This is an optimization exercise on Yosys and OpenROAD, whose aim is a short achievable clock period and few clock cycles, not a production implementation. Power is estimated from default activity; no workload was simulated.

==> job 4848: inputs <==
## cpu
module cpu (
    input  logic        clk, n_rst,
    input  logic        RESET, IRQ,
    input  logic [31:0] ID,
    input  logic [31:0] MRD,
    output logic [31:0] IA,
    output logic [31:0] MWD,
    output logic [31:0] MA,
    output logic        MWR, MOE
);
clock: 10.5 ns
lec_check: 0
cap_margin: 20
core_margin: 2
core_utilization: 40
setup_slack_margin: 5
slew_margin: 20
run.sh (not shown) runs the stock make flow with config.mk's settings and CLKGATE_MAP_FILE= SYNTH_SCRIPT=/design/flow/synth_recipe.tcl, a recipe that flattens the netlist after the stock synthesis.
==> job 6676 (differences from job 4848) <==
==> flow/design.v (replaced) <==
module cpu (
    input  logic        clk, n_rst,
    input  logic        RESET, IRQ,
    input  logic [31:0] ID,
    input  logic [31:0] MRD,
    output logic [31:0] IA,
    output logic [31:0] MWD,
    output logic [31:0] MA,
    output logic        MWR, MOE
);
assign MOE = 1'b1;
localparam int NB = 8;              
logic [31:0] pc_F;
logic [NB-1:0] btb_v;
logic [31:0]   btb_tag [NB];
logic [31:0]   btb_tgt [NB];
logic [1:0]    btb_cnt [NB];
logic [2:0]    btb_rr;
logic        valid_E;
logic [31:0] a_E, b_E, sd_E, pc_E, pc4_E, tgt_E, ptgt_E;
logic        ptk_E;
logic [4:0]  rc_E;
logic        we_E, ld_E, st_E, beq_E, bne_E, jmp_E, ctl_E, ill_E;
logic        r_add_E, r_cmp_E, r_bool_E, r_sh_E, r_link_E;
logic        sub_E;
logic [1:0]  cfn_E;      
logic [1:0]  sfn_E;      
logic [1:0]  bfn_E;      
logic        fa_y_E, fa_l_E, fb_y_E, fb_l_E, fs_y_E, fs_l_E;
logic        we_M, ldf_M;
logic [4:0]  rc_M;
logic [31:0] y_M, sd_M;
logic        mwr_M;
logic        bupd_M, btk_M;
logic [31:0] bpc_M, btgt_M;
logic        we_W, ldf_W;
logic [4:0]  rc_W;
logic [31:0] y_W;
logic [31:0] rf [31];
logic [30:0] rv;
logic irq_r, reset_r;
logic [NB-1:0] hit_M;
assign IA  = pc_F;
assign MA  = y_M;
assign MWD = sd_M;
assign MWR = mwr_M;
logic [31:0] a, b, sd;
assign a  = fa_y_E ? y_M : (fa_l_E ? MRD : a_E);
assign b  = fb_y_E ? y_M : (fb_l_E ? MRD : b_E);
assign sd = fs_y_E ? y_M : (fs_l_E ? MRD : sd_E);
logic [31:0] sum, shl, shr, bres, shres, res;
logic        eq, lt, cmpb;
assign sum = a + (b ^ {32{sub_E}}) + {31'b0, sub_E};
assign eq  = (a == b);
assign lt  = (a[31] != b[31]) ? a[31] : (a[30:0] < b[30:0]);
always_comb begin
    case (cfn_E)
        2'b00:   cmpb = eq;
        2'b01:   cmpb = lt;
        default: cmpb = lt | eq;
    endcase
end
logic [63:0] shr64;
assign shl   = a << b[4:0];
assign shr64 = {{32{sfn_E[1] & a[31]}}, a} >> b[4:0];
assign shr   = shr64[31:0];
assign shres = (sfn_E == 2'b00) ? shl : shr;
always_comb begin
    case (bfn_E)
        2'b00:   bres = a & b;
        2'b01:   bres = a | b;
        2'b10:   bres = a ^ b;
        default: bres = ~(a ^ b);
    endcase
end
logic irq_sel, irq_take, trap, exec_E;
assign irq_sel  = irq_r & ~pc4_E[31];
assign irq_take = valid_E & irq_sel & ~reset_r;
assign trap     = valid_E & ill_E & ~irq_sel & ~reset_r;
assign exec_E   = valid_E & ~irq_sel & ~reset_r & ~ill_E;
assign res = ({32{r_add_E  & ~irq_sel}} & sum)
           | ({32{r_cmp_E  & ~irq_sel}} & {31'b0, cmpb})
           | ({32{r_bool_E & ~irq_sel}} & bres)
           | ({32{r_sh_E   & ~irq_sel}} & shres)
           | ({32{r_link_E |  irq_sel}} & pc4_E);
logic        az, br_tk, mis, redirect;
logic [31:0] jtgt, ctgt, rtgt;
assign az     = (a == 32'b0);
assign br_tk  = (beq_E & az) | (bne_E & ~az);
assign jtgt   = {pc4_E[31] & a[31], a[30:0]};
always_comb begin
    if (ptk_E)
        mis = jmp_E ? (jtgt != ptgt_E) : ~(br_tk & (tgt_E == ptgt_E));
    else
        mis = jmp_E | br_tk;
end
assign ctgt = jmp_E ? jtgt : (br_tk ? tgt_E : pc4_E);
assign redirect = reset_r | irq_take | trap | (exec_E & mis);
always_comb begin
    if (reset_r)       rtgt = 32'h8000_0000;
    else if (irq_take) rtgt = 32'h8000_0008;
    else if (trap)     rtgt = 32'h8000_0004;
    else               rtgt = ctgt;
end
logic [5:0]  op;
logic [4:0]  rc, ra, rb, r2;
logic [31:0] sxt;
logic        is_alu, is_aluc, is_ld, is_st, is_jmp, is_beq, is_bne, is_ldr, is_nop, legal;
logic        use_a, use_2, use_lit, writes;
logic [4:0]  dst;
logic        we_d;
logic [3:0]  fn;
logic        alu_fn_ok;
assign op  = ID[31:26];
assign rc  = ID[25:21];
assign ra  = ID[20:16];
assign rb  = ID[15:11];
assign sxt = {{16{ID[15]}}, ID[15:0]};
assign fn  = op[3:0];
always_comb begin
    case (fn)
        4'h0, 4'h1, 4'h4, 4'h5, 4'h6, 4'h8, 4'h9, 4'hA, 4'hB, 4'hC, 4'hD, 4'hE: alu_fn_ok = 1'b1;
        default: alu_fn_ok = 1'b0;
    endcase
end
assign is_alu  = op[5] & alu_fn_ok;
assign is_aluc = is_alu & op[4];
assign is_ld   = (op == 6'h18);
assign is_st   = (op == 6'h19);
assign is_jmp  = (op == 6'h1B);
assign is_beq  = (op == 6'h1C);
assign is_bne  = (op == 6'h1D);
assign is_ldr  = (op == 6'h1F);
assign is_nop  = (op == 6'h00);
assign legal   = is_alu | is_ld | is_st | is_jmp | is_beq | is_bne | is_ldr | is_nop;
assign use_a   = is_alu | is_ld | is_st | is_jmp | is_beq | is_bne;
assign use_2   = (is_alu & ~op[4]) | is_st;
assign r2      = is_st ? rc : rb;
assign use_lit = is_aluc | is_ld | is_st;
assign writes  = is_alu | is_ld | is_ldr | is_jmp | is_beq | is_bne | ~legal;
assign dst     = legal ? rc : 5'd30;
assign we_d    = writes & (dst != 5'd31);
logic mE_a, mM_a, mW_a, mE_2, mM_2, mW_2;
assign mE_a = valid_E & we_E & (rc_E == ra);
assign mM_a = we_M & (rc_M == ra);
assign mW_a = we_W & (rc_W == ra);
assign mE_2 = valid_E & we_E & (rc_E == r2);
assign mM_2 = we_M & (rc_M == r2);
assign mW_2 = we_W & (rc_W == r2);
logic stall;
assign stall = ld_E & ((use_a & mE_a) | (use_2 & mE_2));
logic [31:0] rfa, rf2, va, v2, vb, wd_W;
logic        rva, rv2;
assign rfa  = (ra == 5'd31) ? 32'b0 : rf[ra];
assign rf2  = (r2 == 5'd31) ? 32'b0 : rf[r2];
assign rva  = (ra != 5'd31) & rv[ra];
assign rv2  = (r2 != 5'd31) & rv[r2];
assign wd_W = ldf_W ? MRD : y_W;
logic sM_a, sW_a, sR_a, sM_2, sW_2, sR_2;
assign sM_a = use_a & ~mE_a & mM_a & ~ldf_M;
assign sW_a = use_a & ~mE_a & ~mM_a & mW_a;
assign sR_a = use_a & ~mE_a & ~mM_a & ~mW_a & rva;
assign sM_2 = use_2 & ~mE_2 & mM_2 & ~ldf_M;
assign sW_2 = use_2 & ~mE_2 & ~mM_2 & mW_2;
assign sR_2 = use_2 & ~mE_2 & ~mM_2 & ~mW_2 & rv2;
assign va = ({32{sM_a}} & y_M) | ({32{sW_a}} & wd_W) | ({32{sR_a}} & rfa);
assign v2 = ({32{sM_2}} & y_M) | ({32{sW_2}} & wd_W) | ({32{sR_2}} & rf2);
logic [31:0] pc4_F, tsum, tgt_d;
assign pc4_F = {pc_F[31], pc_F[30:0] + 31'd4};
assign tsum  = pc4_F + {sxt[29:0], 2'b00};
assign tgt_d = {pc4_F[31], tsum[30:0]};
assign vb    = is_ldr ? tsum : (use_lit ? sxt : v2);
logic [31:0] ptgt_F, npc;
logic        ptk_F;
logic [NB-1:0] hit_F;
always_comb begin
    ptk_F  = 1'b0;
    ptgt_F = 32'b0;
    for (int i = 0; i < NB; i++) begin
        hit_F[i] = btb_v[i] & (btb_tag[i] == pc_F) & btb_cnt[i][1];
        ptk_F  = ptk_F | hit_F[i];
        ptgt_F = ptgt_F | ({32{hit_F[i]}} & btb_tgt[i]);
    end
end
always_comb begin
    if (redirect)   npc = rtgt;
    else if (stall) npc = pc_F;
    else if (ptk_F) npc = ptgt_F;
    else            npc = pc4_F;
end
always_ff @(posedge clk, negedge n_rst) begin
    if (~n_rst) begin
        pc_F    <= 32'b0;
        valid_E <= 1'b0;
        we_M    <= 1'b0;
        mwr_M   <= 1'b0;
        bupd_M  <= 1'b0;
        we_W    <= 1'b0;
        irq_r   <= 1'b0;
        reset_r <= 1'b0;
        rv      <= 31'b0;
        btb_v   <= '0;
        btb_rr  <= 3'b0;
    end else begin
        pc_F    <= npc;
        valid_E <= ~stall & ~redirect;
        we_M    <= valid_E & ~reset_r & (irq_sel | we_E);
        mwr_M   <= exec_E & st_E;
        bupd_M  <= exec_E & ctl_E;
        we_W    <= we_M;
        irq_r   <= IRQ;
        reset_r <= RESET;
        if (we_W) rv[rc_W] <= 1'b1;
        if (bupd_M & ~(|hit_M) & btk_M) begin
            btb_v[btb_rr] <= 1'b1;
            btb_rr        <= btb_rr + 3'd1;
        end
    end
end
always_comb
    for (int i = 0; i < NB; i++) hit_M[i] = btb_v[i] & (btb_tag[i] == bpc_M);
always_ff @(posedge clk) begin
    for (int i = 0; i < NB; i++) begin
        if (bupd_M & hit_M[i]) begin
            if (btk_M) begin
                btb_tgt[i] <= btgt_M;
                if (btb_cnt[i] != 2'b11) btb_cnt[i] <= btb_cnt[i] + 2'd1;
            end else begin
                if (btb_cnt[i] != 2'b00) btb_cnt[i] <= btb_cnt[i] - 2'd1;
            end
        end else if (bupd_M & ~(|hit_M) & btk_M & (btb_rr == 3'(i))) begin
            btb_tag[i] <= bpc_M;
            btb_tgt[i] <= btgt_M;
            btb_cnt[i] <= 2'b10;
        end
    end
end
always_ff @(posedge clk) begin
    a_E     <= va;
    b_E     <= vb;
    sd_E    <= v2;
    pc_E    <= pc_F;
    pc4_E   <= pc4_F;
    tgt_E   <= tgt_d;
    ptgt_E  <= ptgt_F;
    ptk_E   <= ptk_F;
    rc_E    <= dst;
    we_E    <= we_d;
    ld_E    <= is_ld | is_ldr;
    st_E    <= is_st;
    beq_E   <= is_beq;
    bne_E   <= is_bne;
    jmp_E   <= is_jmp;
    ctl_E   <= is_beq | is_bne | is_jmp;
    ill_E   <= ~legal;
    r_add_E  <= (is_alu & (fn[3:1] == 3'b000)) | is_ld | is_st | is_ldr;
    r_cmp_E  <= is_alu & (fn[3:2] == 2'b01);
    r_bool_E <= is_alu & (fn[3:2] == 2'b10);
    r_sh_E   <= is_alu & (fn[3:2] == 2'b11);
    r_link_E <= is_jmp | is_beq | is_bne | ~legal;
    sub_E   <= is_alu & (fn[3:1] == 3'b000) & fn[0];
    cfn_E   <= (fn[1:0] == 2'b00) ? 2'b00 : ((fn[1:0] == 2'b01) ? 2'b01 : 2'b10);
    sfn_E   <= fn[1:0];
    bfn_E   <= fn[1:0];
    fa_y_E  <= use_a & mE_a;
    fa_l_E  <= use_a & ~mE_a & mM_a & ldf_M;
    fb_y_E  <= use_2 & ~is_st & mE_2;
    fb_l_E  <= use_2 & ~is_st & ~mE_2 & mM_2 & ldf_M;
    fs_y_E  <= use_2 & is_st & mE_2;
    fs_l_E  <= use_2 & is_st & ~mE_2 & mM_2 & ldf_M;
    rc_M   <= irq_sel ? 5'd30 : rc_E;
    ldf_M  <= ld_E & ~irq_sel;
    y_M    <= res;
    sd_M   <= sd;
    btk_M  <= br_tk | jmp_E;
    bpc_M  <= pc_E;
    btgt_M <= ctgt;
    rc_W  <= rc_M;
    ldf_W <= ldf_M;
    y_W   <= y_M;
    if (we_W) rf[rc_W] <= wd_W;
end
endmodule
==> flow/flow/run.sh (new file) <==
#!/bin/bash
set -euo pipefail
MARGIN=7.5
bash standard.sh synth > log_1_synth.txt 2>&1
bash standard.sh SETUP_SLACK_MARGIN=$MARGIN finish > log_2_layout.txt 2>&1
==> flow/standard.sh (new file) <==
#!/bin/bash
# synth_recipe.tcl (not shown) runs the flow's synth.tcl, then flattens the netlist and writes it again
# the make line also repeats each setting of config.mk as NAME=value (left out here)
make -C /OpenROAD-flow-scripts/flow DESIGN_CONFIG=/design/flow/config.mk WORK_HOME=/design/flow/orfs CLKGATE_MAP_FILE= SYNTH_SCRIPT=/design/flow/synth_recipe.tcl "${@:-finish}"
removed: flow/run.sh
==> qor summary <==
Total number of cells along the worst setup path: job 6676 15; job 4848 11
Startpoint of the worst setup timing path: job 6676 MRD[0]; job 4848 fa_l_E
Complex-gate fraction of the synthesized area: job 6676 0.107; job 4848 0.109
Result of the run: job 6676 timing/DRC/antenna clean; job 4848 timing/DRC/antenna clean
Final setup slack of the worst path: job 6676 5.86 ns; job 4848 5.19 ns
Inserted Clock Buffers: job 6676 214; job 4848 235
Core region area: job 6676 252000 µm²; job 4848 268000 µm²
Fraction of met3 tracks used by global routing: job 6676 0.0931; job 4848 0.0594
P_seq: job 6676 8.97 mW; job 4848 9.83 mW
Number of antenna violations at the first check in global routing: job 6676 27; job 4848 29
Switch share: job 6676 0.277; job 4848 0.254
Clock sinks: job 6676 2022; job 4848 2227
Combined buffer and inverter count along the critical path: job 6676 3; job 4848 2
Number of combinational gates with multiple inputs: job 6676 5281; job 4848 5772
Sequential element share of the synthesized area: job 6676 0.554; job 4848 0.568
Avg Cell Area, Syn: job 6676 12.6 µm²; job 4848 12.3 µm²
Starting density of the core: job 6676 0.402; job 4848 0.403
Delay of the slowest cell on the worst path: job 6676 0.75 ns; job 4848 0.95 ns
Seq Cell Count: job 6676 2022; job 4848 2227
Proportion of synthesized area in mux cells: job 6676 0.132; job 4848 0.104
Fraction of the mapped netlist area in adder cells: job 6676 0.0213; job 4848 0.0199
Syn-to-layout area delta: job 6676 33.4%; job 4848 12.9%
Multi-input logic area: job 6676 49300 µm²; job 4848 43900 µm²
No functional check of the RTL was part of any run of this note.

==> separate check: timing with driven ports <==
In the flow no input, the clock included, has a driving cell. The finished layouts below were timed again as built, in two steps.
Step 1, drivers: a clkbuf_16 drives clk and a buf_2 each remaining input, both assumed.
Step 2 times the ports against the registers' clock, not the clock port: input delays grow and output delays shrink by t, the midpoint of the rising clock arrivals with the driver on.
Slacks: ideal / step 1 / step 2; pairs: ideal / step 1.
| run | t (ns) | slack for setup (ns) | worst hold slack (ns) | clock arrival spread, ns |
|---|---|---|---|---|
| job 4848 | 0.970 | 5.189 / 5.189 / 5.189 | 0.263 / 0.263 / 0.263 | 0.115 / 0.116 |
| job 6676 | 0.989 | 5.857 / 5.822 / 4.832 | 0.275 / 0.275 / 0.275 | 0.095 / 0.095 |
After both steps setup and hold are still met in every run listed. The setup slack of job 6676, which loses most, moves by -0.035 ns with the drivers and by -1.025 ns with both steps.
